This design comes from an exercise in tuning for small area on the open sky130 flow, not from production work.
Function was checked by simulation only, so behaviour that the tests miss may differ from the original.
Power is estimated from default activity; no workload was simulated.

`design/flow/design.v`:
```
`timescale 1ns / 1ps
module param_counter #(
    parameter STEP = 1,
    parameter UPPER_BOUND = 65536)(
    input clk, input por, input en, input rst,
    output reg [$clog2(UPPER_BOUND)-1:0] cnt
    );
    always@(posedge clk) begin
        if (por)
            cnt <= 0;
        else if (en) begin
            if (rst)
                cnt <= 0;
            else
                cnt <= (cnt + STEP) % UPPER_BOUND;
        end
    end
endmodule
`timescale 1ns / 1ps
module synchronizer(
    input d, input clk, input por,
    output out
    );
    reg a, b;
    always@ (posedge clk) begin
        if (por) begin
            a <= 0;
            b <= 0;
        end
        else begin
            a <= d;
            b <= a;
        end
    end
    assign out = b;
endmodule
`timescale 1ns / 1ps
module clk_divider #(parameter DIV=2)
    (input clk, input rst, input por, output tick);
wire [$clog2(DIV)-1:0] cnt;
reg divided_clk;
always@(posedge clk) begin
    if (por)
        divided_clk <= 1'b0;
    else
        divided_clk <= (cnt < DIV / 2) ? 1'b1 : 1'b0;
end
assign tick = (cnt < DIV / 2) & ~divided_clk;
param_counter #(.STEP(1), .UPPER_BOUND(DIV))
        counter(.clk(clk),
                .por(por),
                .en(1'b1),
                .rst(rst),
                .cnt(cnt));
endmodule
`timescale 1ns / 1ps
module debouncer (
    input clk, input por, input clock_enable, input in_signal,
    output out_signal, output out_signal_enable
    );
    localparam UPPER_BOUND = 512;
    wire rst, tmp;
    wire synch;
    synchronizer synchronizer_inst(.d(in_signal), .clk(clk), .por(por), .out(synch));
    reg out_signal_reg;
    reg out_signal_enable_reg;
    wire [$clog2(UPPER_BOUND)-1:0] streak;
    param_counter #(.UPPER_BOUND(UPPER_BOUND))
        counter(.clk(clk), .por(por), .en(1'b1), .rst(rst), .cnt(streak));
    assign out_signal_enable = out_signal_enable_reg;
    assign out_signal = out_signal_reg;
    assign tmp = (streak == UPPER_BOUND-1) && clock_enable;
    assign rst = synch ~^ out_signal_reg;
    always @(posedge clk) begin
        if (por) begin
            out_signal_enable_reg <= 0;
            out_signal_reg        <= 0;
        end
        else begin
            out_signal_enable_reg <= tmp & synch;
            if (tmp)
                out_signal_reg <= synch;
            else
                out_signal_reg <= out_signal_reg;
        end
    end
endmodule
`timescale 1ns / 1ps
module shift_reg(
        input clk,
        input por,
        input reset,
        input enter,
        input [3:0] switches,
        output reg [7:0] MASK,
        output reg [31:0] NUMB
    );
    always@(posedge clk) begin
        if (por) begin
            NUMB <= 0;
            MASK <= 8'b11111111;
        end
        else if (enter) begin
            NUMB <= {NUMB[27:0], switches};
            MASK <= MASK << 1;
        end
        else if (reset) begin
            NUMB <= 0;
            MASK <= 8'b11111111;
        end
        else begin
            NUMB <= NUMB;
        end
    end
endmodule
`timescale 1ns / 1ps
module PS2(
    input clk,
    input por,
    input PS2_clk,
    input PS2_dat,
    output [7:0] out,
    output reg R_O,
    output reg ERROR
);
parameter WAIT_START_BIT = 0,
          IDLE = 1,
          WRITE = 2,
          PARITY_BIT = 3,
          STOP_BIT = 4;
reg [2:0] state_reg;
reg [3:0] cnt_reg;
reg [7:0] PS2_buf_reg;
reg [1:0] PS2_clk_sync_reg, PS2_dat_sync_reg;
reg PS2_clk_prev_reg;
wire PS2_fall = PS2_clk_prev_reg & ~PS2_clk_sync_reg[1];
assign out = PS2_buf_reg;
always@(posedge clk) begin
    if (por) begin
        PS2_clk_sync_reg <= 2'b11;
        PS2_dat_sync_reg <= 2'b11;
        PS2_clk_prev_reg <= 1'b1;
    end
    else begin
        PS2_clk_sync_reg <= {PS2_clk_sync_reg[0], PS2_clk};
        PS2_dat_sync_reg <= {PS2_dat_sync_reg[0], PS2_dat};
        PS2_clk_prev_reg <= PS2_clk_sync_reg[1];
    end
end
always@(posedge clk) begin
    if (por) begin
        R_O <= 0;
        ERROR <= 0;
        state_reg <= WAIT_START_BIT;
        PS2_buf_reg <= 0;
    end
    else if (PS2_fall) begin
        case(state_reg)
        WAIT_START_BIT:
        begin
            R_O <= 0;
            ERROR <= 0;
            state_reg <= ~PS2_dat ? WRITE : IDLE;
        end
        IDLE:
            if (cnt_reg == 4'd10) begin
                ERROR <= 1;
                R_O <= 1;
                state_reg <= WAIT_START_BIT;
            end
        WRITE:
        begin
        if (cnt_reg == 4'd8)
            state_reg <= PARITY_BIT;
        PS2_buf_reg <= {PS2_dat_sync_reg[1], PS2_buf_reg[7:1]};
        end
        PARITY_BIT:
        begin
            if ((~^PS2_buf_reg) == PS2_dat_sync_reg[1])
                state_reg <= STOP_BIT;
            else
                state_reg <= IDLE;
        end
        STOP_BIT:
        begin
            if (!PS2_dat)
                ERROR <= 1;
            R_O <= 1;
            state_reg <= WAIT_START_BIT;
        end
        endcase
    end
end
always@(posedge clk) begin
    if (por)
        cnt_reg <= 0;
    else if (PS2_fall) begin
        cnt_reg <= cnt_reg + 1;
        if (cnt_reg == 4'd10)
            cnt_reg <= 0;
    end
end
endmodule
`timescale 1ns / 1ps
module PS2_DC(
    input [7:0] keycode,
    output reg [3:0] out,
    output reg [1:0] flags
);
localparam [7:0] NUMBERS_0  = 8'h45,
                 NUMBERS_1  = 8'h16,
                 NUMBERS_2  = 8'h1E,
                 NUMBERS_3  = 8'h26,
                 NUMBERS_4  = 8'h25,
                 NUMBERS_5  = 8'h2E,
                 NUMBERS_6  = 8'h36,
                 NUMBERS_7  = 8'h3D,
                 NUMBERS_8  = 8'h3E,
                 NUMBERS_9  = 8'h46,
                 NUMBERS_10 = 8'h1C,
                 NUMBERS_11 = 8'h32,
                 NUMBERS_12 = 8'h21,
                 NUMBERS_13 = 8'h23,
                 NUMBERS_14 = 8'h24,
                 NUMBERS_15 = 8'h2B;
parameter [7:0] ENTER_CODE = 8'h5A;
parameter NUMBER_F = 0, ENTER_F = 1;
always@(*) begin
    case(keycode)
    NUMBERS_0 : out = 4'h0;
    NUMBERS_1 : out = 4'h1;
    NUMBERS_2 : out = 4'h2;
    NUMBERS_3 : out = 4'h3;
    NUMBERS_4 : out = 4'h4;
    NUMBERS_5 : out = 4'h5;
    NUMBERS_6 : out = 4'h6;
    NUMBERS_7 : out = 4'h7;
    NUMBERS_8 : out = 4'h8;
    NUMBERS_9 : out = 4'h9;
    NUMBERS_10: out = 4'hA;
    NUMBERS_11: out = 4'hB;
    NUMBERS_12: out = 4'hC;
    NUMBERS_13: out = 4'hD;
    NUMBERS_14: out = 4'hE;
    NUMBERS_15: out = 4'hF;
    ENTER_CODE: out = 0;
    default: out = 0;
    endcase
end
always@(*) begin
    case(keycode)
    NUMBERS_0, NUMBERS_1, NUMBERS_2, NUMBERS_3,
    NUMBERS_4, NUMBERS_5, NUMBERS_6, NUMBERS_7,
    NUMBERS_8, NUMBERS_9, NUMBERS_10, NUMBERS_11,
    NUMBERS_12, NUMBERS_13, NUMBERS_14, NUMBERS_15:
    flags = 1 << NUMBER_F;
    ENTER_CODE: flags = 1 << ENTER_F;
    default: flags = 0;
    endcase
end
endmodule
`timescale 1ns / 1ps
module PS2_Manager (
    input clk,
    input por,
    input PS2_dat,
    input PS2_clk,
    output reg R_O,
    output [3:0] out,
    output [1:0] flags
);
parameter WAIT_ONE = 0;
parameter WAIT_ZERO = 1;
reg state;
wire PS2_R_O, PS2_ERROR;
wire [7:0] PS2_out;
reg release_flag;
always@(posedge clk) begin
    if (por) begin
        state <= WAIT_ONE;
        R_O <= 0;
        release_flag <= 0;
    end
    else
    case(state)
    WAIT_ONE: begin
        if (PS2_R_O) begin
            if (!PS2_ERROR) begin
                if (PS2_out == 8'hF0)
                    release_flag <= 1;
                else if (release_flag) begin
                    R_O <= 1;
                    release_flag <= 0;
                end
            end
            state <= WAIT_ZERO;
        end
    end
    WAIT_ZERO: begin
        R_O <= 0;
        if (!PS2_R_O)
            state <= WAIT_ONE;
        end
    endcase
end
PS2 ps2(
    .PS2_clk (PS2_clk),
    .PS2_dat (PS2_dat),
    .out     (PS2_out),
    .R_O     (PS2_R_O),
    .ERROR   (PS2_ERROR),
    .clk     (clk),
    .por     (por)
);
PS2_DC dc(.keycode(PS2_out), .out(out), .flags(flags));
endmodule
`timescale 1ns / 1ps
module fsm(
    input [15:0] dataIn,
    input R_I,
    input reset,
    input por,
    input clk,
    output reg REG_ERROR,
    output [15:0] dataOut,
    output reg R_O
);
parameter S0 = 0,
          S1 = 1,
          S2 = 2,
          S3 = 3,
          S4 = 4,
          S5 = 5,
          S6 = 6;
reg [3:0] state;
reg [15:0] REG_IN, REG_RES;
reg [16:0] REG_TMP;
reg REG_SIGN;
integer i, j;
reg [3:0] point;
always@(*) begin
    point = 0;
    for (i = 0; i < 12; i = i + 1) begin
        if (REG_TMP[i] == 1)
            point = i;
    end
end
always@(posedge clk) begin
    if (por) begin
        state     <= S0;
        REG_ERROR <= 0;
        REG_RES   <= 0;
        REG_IN    <= 0;
        REG_TMP   <= 0;
        REG_SIGN  <= 0;
        R_O       <= 0;
    end
    else if (reset)
        state <= S0;
    else begin
        case(state)
            S0: begin
                R_O       <= 0;
                REG_IN    <= 0;
                REG_RES   <= 0;
                REG_TMP   <= 0;
                REG_SIGN  <= 0;
                REG_ERROR <= 0;
                state <= S1;
            end
            S1: begin
                if (R_I) begin
                    REG_IN <= dataIn;
                    state <= S2;
                end
            end
            S2: begin
                REG_SIGN <= REG_IN[15];
                REG_TMP  <= REG_IN;
                if (REG_IN[15])
                    state <= S3;
                else
                    state <= S4;
            end
            S3: begin
                REG_TMP <= {1'b0, ~REG_TMP[15:0]} + 17'd1;
                state <= S4;
            end
            S4: begin
                if (REG_TMP > 2048)
                    state <= S5;
                else
                    state <= S6;
            end
            S5: begin
                REG_ERROR <= 1;
                state <= S5;
            end
            S6: begin
                if (REG_IN == 0) begin
                    REG_RES <= 0;
                end
                else begin
                    REG_RES[15] <= REG_SIGN;
                    REG_RES[14:10] <= 15 + point;
                    case(point)
                        0:  for (j = 0; j < 0; j = j + 1)  REG_RES[9-j] <= REG_TMP[point-j-1];
                        1:  for (j = 0; j < 1; j = j + 1)  REG_RES[9-j] <= REG_TMP[point-j-1];
                        2:  for (j = 0; j < 2; j = j + 1)  REG_RES[9-j] <= REG_TMP[point-j-1];
                        3:  for (j = 0; j < 3; j = j + 1)  REG_RES[9-j] <= REG_TMP[point-j-1];
                        4:  for (j = 0; j < 4; j = j + 1)  REG_RES[9-j] <= REG_TMP[point-j-1];
                        5:  for (j = 0; j < 5; j = j + 1)  REG_RES[9-j] <= REG_TMP[point-j-1];
                        6:  for (j = 0; j < 6; j = j + 1)  REG_RES[9-j] <= REG_TMP[point-j-1];
                        7:  for (j = 0; j < 7; j = j + 1)  REG_RES[9-j] <= REG_TMP[point-j-1];
                        8:  for (j = 0; j < 8; j = j + 1)  REG_RES[9-j] <= REG_TMP[point-j-1];
                        9:  for (j = 0; j < 9; j = j + 1)  REG_RES[9-j] <= REG_TMP[point-j-1];
                        10: for (j = 0; j < 10; j = j + 1) REG_RES[9-j] <= REG_TMP[point-j-1];
                        default: ;
                    endcase
                end
                R_O <= 1;
                state <= S0;
            end
            default: ;
        endcase
    end
end
assign dataOut = REG_RES;
endmodule
`timescale 1ns / 1ps
module segment_controller(
    input clk,
    input por,
    input en,
    input [31:0] NUMB,
    input ERROR,
    input [7:0] MASK,
    output reg [7:0] anodes,
    output reg [7:0] cathodes
);
    wire [2:0] current_number_digit;
    reg [3:0] current_digit;
    always@(*) begin
        case(current_number_digit)
        3'b000: current_digit = NUMB[3:0];
        3'b001: current_digit = NUMB[7:4];
        3'b010: current_digit = NUMB[11:8];
        3'b011: current_digit = NUMB[15:12];
        3'b100: current_digit = NUMB[19:16];
        3'b101: current_digit = NUMB[23:20];
        3'b110: current_digit = NUMB[27:24];
        3'b111: current_digit = NUMB[31:28];
        endcase
    end
    always@(posedge clk) begin
        if (por) begin
            anodes   <= 8'b11111111;
            cathodes <= 8'b11111111;
        end
        else if (en) begin
        if (ERROR == 0) begin
            case(current_digit)
            4'h0: cathodes <= 8'b11000000;
            4'h1: cathodes <= 8'b11111001;
            4'h2: cathodes <= 8'b10100100;
            4'h3: cathodes <= 8'b10110000;
            4'h4: cathodes <= 8'b10011001;
            4'h5: cathodes <= 8'b10010010;
            4'h6: cathodes <= 8'b10000010;
            4'h7: cathodes <= 8'b11111000;
            4'h8: cathodes <= 8'b10000000;
            4'h9: cathodes <= 8'b10010000;
            4'ha: cathodes <= 8'b10001000;
            4'hb: cathodes <= 8'b10000011;
            4'hc: cathodes <= 8'b11000110;
            4'hd: cathodes <= 8'b10100001;
            4'he: cathodes <= 8'b10000110;
            4'hf: cathodes <= 8'b10001110;
            default: cathodes <= 8'b11111111;
            endcase
            if (MASK[current_number_digit] == 1'b0) begin
                case(current_number_digit)
                3'h0: anodes <= 8'b11111110;
                3'h1: anodes <= 8'b11111101;
                3'h2: anodes <= 8'b11111011;
                3'h3: anodes <= 8'b11110111;
                3'h4: anodes <= 8'b11101111;
                3'h5: anodes <= 8'b11011111;
                3'h6: anodes <= 8'b10111111;
                3'h7: anodes <= 8'b01111111;
                default: anodes <= 8'b11111111;
                endcase
            end
            else
                anodes <= 8'b11111111;
        end  
        else begin
            if (current_number_digit <= 4) begin
                case(current_number_digit)
                0: cathodes <= 8'b11001100;  
                1: cathodes <= 8'b11000000;  
                2: cathodes <= 8'b11001100;  
                3: cathodes <= 8'b11001100;  
                4: cathodes <= 8'b10000110;  
                default: ;
                endcase
                case(current_number_digit)
                3'h0: anodes <= 8'b11111110;
                3'h1: anodes <= 8'b11111101;
                3'h2: anodes <= 8'b11111011;
                3'h3: anodes <= 8'b11110111;
                3'h4: anodes <= 8'b11101111;
                default: ;
                endcase
            end
            else
                anodes <= 8'b11111111;
        end  
        end
    end  
    param_counter #(.UPPER_BOUND(8))
        counter(.clk(clk), .por(por), .en(en), .rst(1'b0), .cnt(current_number_digit));
endmodule
`timescale 1ns / 1ps
module top(
    input PS2_dat,
    input PS2_clk,
    input clk100mhz,
    input rst,
    input reset,
    output [7:0] anodes,
    output [7:0] cathodes
);
wire clk100khz_tick;
wire enter_emul;
wire [3:0] ps2_out;
wire R_O;
wire reset_sync, reset_sync_enable;
wire fsm_R_I;
wire [7:0] mask;
reg  [7:0] mask_reg;
wire [31:0] numb;
reg  [31:0] numb_reg;
wire fsm_error;
wire [15:0] fsm_res;
wire fsm_R_O;
reg fsm_R_O_reg;
wire [1:0] flags;
always@(posedge clk100mhz) begin
    if (rst) begin
        numb_reg <= 0;
        mask_reg <= 8'b1111_1111;
        fsm_R_O_reg <= 0;
    end
    else if (fsm_R_O) begin
        mask_reg <= 8'b1111_0000;
        numb_reg[15:0] <= fsm_res;
        fsm_R_O_reg <= 1;
    end
    else if (reset_sync_enable)
        fsm_R_O_reg <= 0;
    else if (fsm_R_O_reg == 0) begin
        mask_reg <= mask;
        numb_reg <= numb;
    end
    else begin
        mask_reg <= mask_reg;
        numb_reg <= numb_reg;
    end
end
assign enter_emul = R_O && flags[0];
assign fsm_R_I = R_O && flags[1];
clk_divider #(
    .DIV(1000)  
)
clk_divider_100khz(
    .tick        (clk100khz_tick),
    .clk         (clk100mhz),
    .por         (rst      ),
    .rst         (1'b0     )
);
debouncer resest_debouncer(
    .clock_enable      (1'b1             ),
    .in_signal         (reset            ),
    .out_signal        (reset_sync       ),
    .out_signal_enable (reset_sync_enable),
    .clk               (clk100mhz        ),
    .por               (rst              )
);
segment_controller display(
    .NUMB     (numb_reg ),
    .MASK     (mask_reg ),
    .ERROR    (fsm_error),
    .anodes   (anodes   ),
    .cathodes (cathodes ),
    .clk      (clk100mhz     ),
    .en       (clk100khz_tick),
    .por      (rst           )
);
shift_reg shift_register(
    .enter    (enter_emul),
    .switches (ps2_out   ),
    .MASK     (mask      ),
    .NUMB     (numb      ),
    .clk      (clk100mhz ),
    .por      (rst       ),
    .reset    (reset     )
);
PS2_Manager ps2(
    .PS2_dat (PS2_dat  ),
    .PS2_clk (PS2_clk  ),
    .R_O     (R_O      ),
    .out     (ps2_out  ),
    .flags   (flags    ),
    .clk     (clk100mhz),
    .por     (rst      )
);
fsm fsm_inst(
    .dataIn    (numb_reg[15:0]   ),
    .R_I       (fsm_R_I          ),
    .REG_ERROR (fsm_error        ),
    .dataOut   (fsm_res          ),
    .R_O       (fsm_R_O          ),
    .reset     (reset_sync_enable),
    .por       (rst              ),
    .clk       (clk100mhz        )
);
endmodule
```
`design/flow/run.sh`:
```
#!/bin/bash
# synth_recipe.tcl (not shown) runs the flow's synth.tcl, then flattens the netlist and writes it again
# the make line also repeats each setting of config.mk as NAME=value (left out here)
make -C /OpenROAD-flow-scripts/flow DESIGN_CONFIG=/design/flow/config.mk WORK_HOME=/design/flow/orfs CLKGATE_MAP_FILE= SYNTH_SCRIPT=/design/flow/synth_recipe.tcl finish
```
`design/flow/config.mk`:
```
export PLATFORM = sky130hd
export DESIGN_NAME = top
export DESIGN_NICKNAME = top
export VERILOG_FILES = /design/flow/design.v
export SDC_FILE = /design/flow/constraint.sdc
export NUM_CORES = 4
export LEC_CHECK = 0
export CAP_MARGIN = 20
export CORE_MARGIN = 2
export CORE_UTILIZATION = 40
export SLEW_MARGIN = 20
```
`design/flow/constraint.sdc`:
```
create_clock -name core_clock -period 10.0 [get_ports {clk100mhz}]
set_input_delay 2.0000 -clock core_clock [delete_from_list [all_inputs] [get_ports {clk100mhz}]]
set_output_delay 2.0000 -clock core_clock [all_outputs]
set_load 0.01 [all_outputs]
```
==> results.yml <==
synthesis:
  synth_area_mm2: 0.0114
  ys_types: 78
  synth_top_area_share_pct: 37.0
  synth_edf_count: 0
  synthCells: 1460
  postSynthAreaPerCell_um2: 7.82
  yosysTopAreaCell: "dfxtp_1"
  ys_async_sr_fraction_pct: 0
  synth-seq-cells: 211
  yosysMostFrequentCell: "dfxtp_1"
  synth_common_cells: "dfxtp_1 (211), nand2_1 (192), nor2_1 (158)"
  synthTopCellsByArea: "dfxtp_1 (37%), a21oi_1 (6.8%), nand2_1 (6.3%), ha_1 (5.9%), nor2_1 (5.2%)"
  yosysWarnings: 13
  synth_ff_type: "dfxtp_1"
  yosysSeqAreaShare_pct: 37.0
  syn-num-nets: 1519
finish:
  num-nets-final: 1465
  drive_gt1_share_pct: 5.69
  fillers: 2840
  finalNonFillerCells: 1802
  area_growth_pct: 9.91
  num_antenna_cells: 0
  fin_util_pct: 44.9
timing:
  hold_viol: 0
  grt_setup_unrepaired: "false"
  clock_skew_ps: 14.5
  period_share_pct: 41.6
  finalSetupTns_ps: 0
  worst_pin_slew_ps: 1070
  slew_headroom_pct: 28.7
  setup_violations: 0
  max_freq_mhz: 240
  fin_ws_ps: 5840
  fin_crit_ps: 4160
  hold_ws_ps: 411
  slew_viol_final: 0
floorplanning:
  die-area_mm2: 0.0299
  initial_core_util_pct: 40.9
  die_w_um: 173
  rows: 61
  die_h_um: 173
  core_area_mm2: 0.0279
  ioPinCount: 21
outcome:
  outcome: "no timing/DRC/antenna violations"
critical_path:
  criticalPathCategory: "reg2reg"
  crit_fanout: 19
  rrSetupSlack_ps: 5840
  worstSetupEndpointType: "flop"
  cp-start-kind: "flop"
  required_ps: 10420
  worstPathArrival_ps: 4580
clock_network:
  clk_pin_slew_worst_paths_ps: 60
  cts_resized: 0
  cts_hold_buf: 0
  post_cts_buffers: 0
  root_buffer: "clkbuf_16"
  numClockSinks: 211
  cts_buffer_depth: 3
  cts_tree: "done"
  h-tree-depth: 1
  numCtsBuffers: 25
  insertion_delay_ps: 530
flow_run:
  drv_cap: 0
routing:
  drt-total-wl_um: 29100
  detail-route-antenna-nets: 0
  drcViolationCount: 0
  drt_iter0_markers: 891
  vias_per_cell: 5.59
  avgRoutedWirePerCell_um: 16.1
  firstDrtPassIters: 5
  num_vias: 10067
pwr:
  p_sw_share_pct: 43.9
  power_density_mw_per_mm2: 282
  p_comb_share_pct: 48.4
  clockPowerShare_pct: 24.6
  intPower_mw: 1.99
  cellLeakagePower_nw: 4.56
  seq_power_share_pct: 27.0
  ir_drop_v: 0.000147
  p_sw_mw: 1.56
grt:
  antenna_found_initial: 0
  gr-total-overflow: 0
  grt_start_max_net_pins: 115
  grt_pass1_vias: 9373
  track_usage_pct: 18.9
  grt_pass1_wl_um: 47800
place:
  dpl.cell_count: 1756
  pre_cts_slack_ps: 5780
  numPortBuffers: 19
  place_congestion: 0.898
  dpl.hpwl_um: 20000
worst_hold_path:
  hp-class: "reg2reg"
## logic make-up (layout without fill, tap and decap cells)
family	Yosys count	in the layout	share of synthesized area, %
flops	211	211	37.0
compound gates	377	377	21.0
simple gates	588	588	23.6
fa+ha+maj	54	54	5.92
mux	40	40	4.72
other cells	1	1	0.0328
xor+xnor	32	32	2.45
buf+inv	157	121	5.32
## cells in the final DEF, fill, tap and decap left out, drive strengths merged, types with 8 or more instances in the layout
master,instances
nor3,41
buf,9
o21bai,16
mux4,11
mux2i,28
nor2,158
nand3,85
a22oi,17
or2,11
ha,54
a31oi,13
a21oi,156
o31ai,13
a211oi,20
clkbuf,39
clkdlybuf4s50,18
o21ai,53
xor2,11
nor2b,22
nand2b,16
dfxtp,211
inv,49
and3,10
xnor2,21
nand2,192
a21o,10
nand4,9
nor4,8
or3,9
## final timing paths
path / startpoint / endpoint / depth (start not counted)
min: ps2.state / ps2.R_O / 1
min reg2reg: ps2.state / ps2.R_O / 1
max reg2reg: fsm_inst.REG_TMP[2] / fsm_inst.REG_RES[0] / 11
max: fsm_inst.REG_TMP[2] / fsm_inst.REG_RES[0] / 11
## routing by layer
metal	vias to the layer above	global-route usage, %	part of all wire, %
met5	-	0	0
met3	46	2.46	4.5
li1	5031	-	-
met1	4772	25.7	47
met2	218	31.4	46
met4	0	5.58	2.4
## critical path, stage by stage (launching register included)
cell	delay, ps
dfxtp_1	540
nor2_1	200
o311ai_0	570
nand2_1	650
inv_1	430
ha_1	370
clkinv_1	360
nor2_1	270
nand2_1	130
xor2_1	200
mux2i_1	160
a21o_1	180
## per-stage QoR
| step | power, mW | area (um^2) |
|---|---|---|
| after floorplan | 2.27 | 11400 |
| after global placement | 2.66 | 11700 |
| after detailed placement | 2.67 | 11700 |
| after CTS | 3.55 | 12500 |
| after global routing | 3.79 | 12600 |
| final | 3.55 | 12600 |
## final cells by class
cell class	count	area [um^2]	share of cell area (%)
clock buffer	39	748	5.96
clock inverter	6	50.0	0.399
inverter	49	186	1.48
multi-input combinational	1092	6610	52.7
sequential	211	4220	33.6
tap	378	473	3.77
timing repair buffer	27	259	2.06
## power groups by stage
stage               clock, mW  sequential (mW)  combinational, mW
floorplan                   0            0.915               1.35
global placement            0            0.972               1.69
detailed placement          0            0.973               1.70
CTS                     0.893            0.956               1.70
global route            0.928            0.965               1.89
finish                  0.871            0.957               1.72

re-timing with driven ports:
No port has a modelled driver above. Below, the same layout with a new extraction and two added sets of constraints.
Step 1 assumes that a clkbuf_16 drives the clock port and a buf_2 every other input.
Step 2 moves the port delays by t, midway between the first and last clock arrival at a register: inputs arrive t later, outputs are due t later. That takes back most of the time a late clock gives input paths.
Three values: ideal ports, drivers, drivers and shift; two values: the first two.
t (ns): 0.573
setup WS [ns]: 5.839 / 5.839 / 5.740
clock arrival spread, ns: 0.015 / 0.015
After both steps this run still meets setup and hold. For this run, drivers alone change the setup slack by 0.000 ns; drivers and shift together by -0.099 ns.
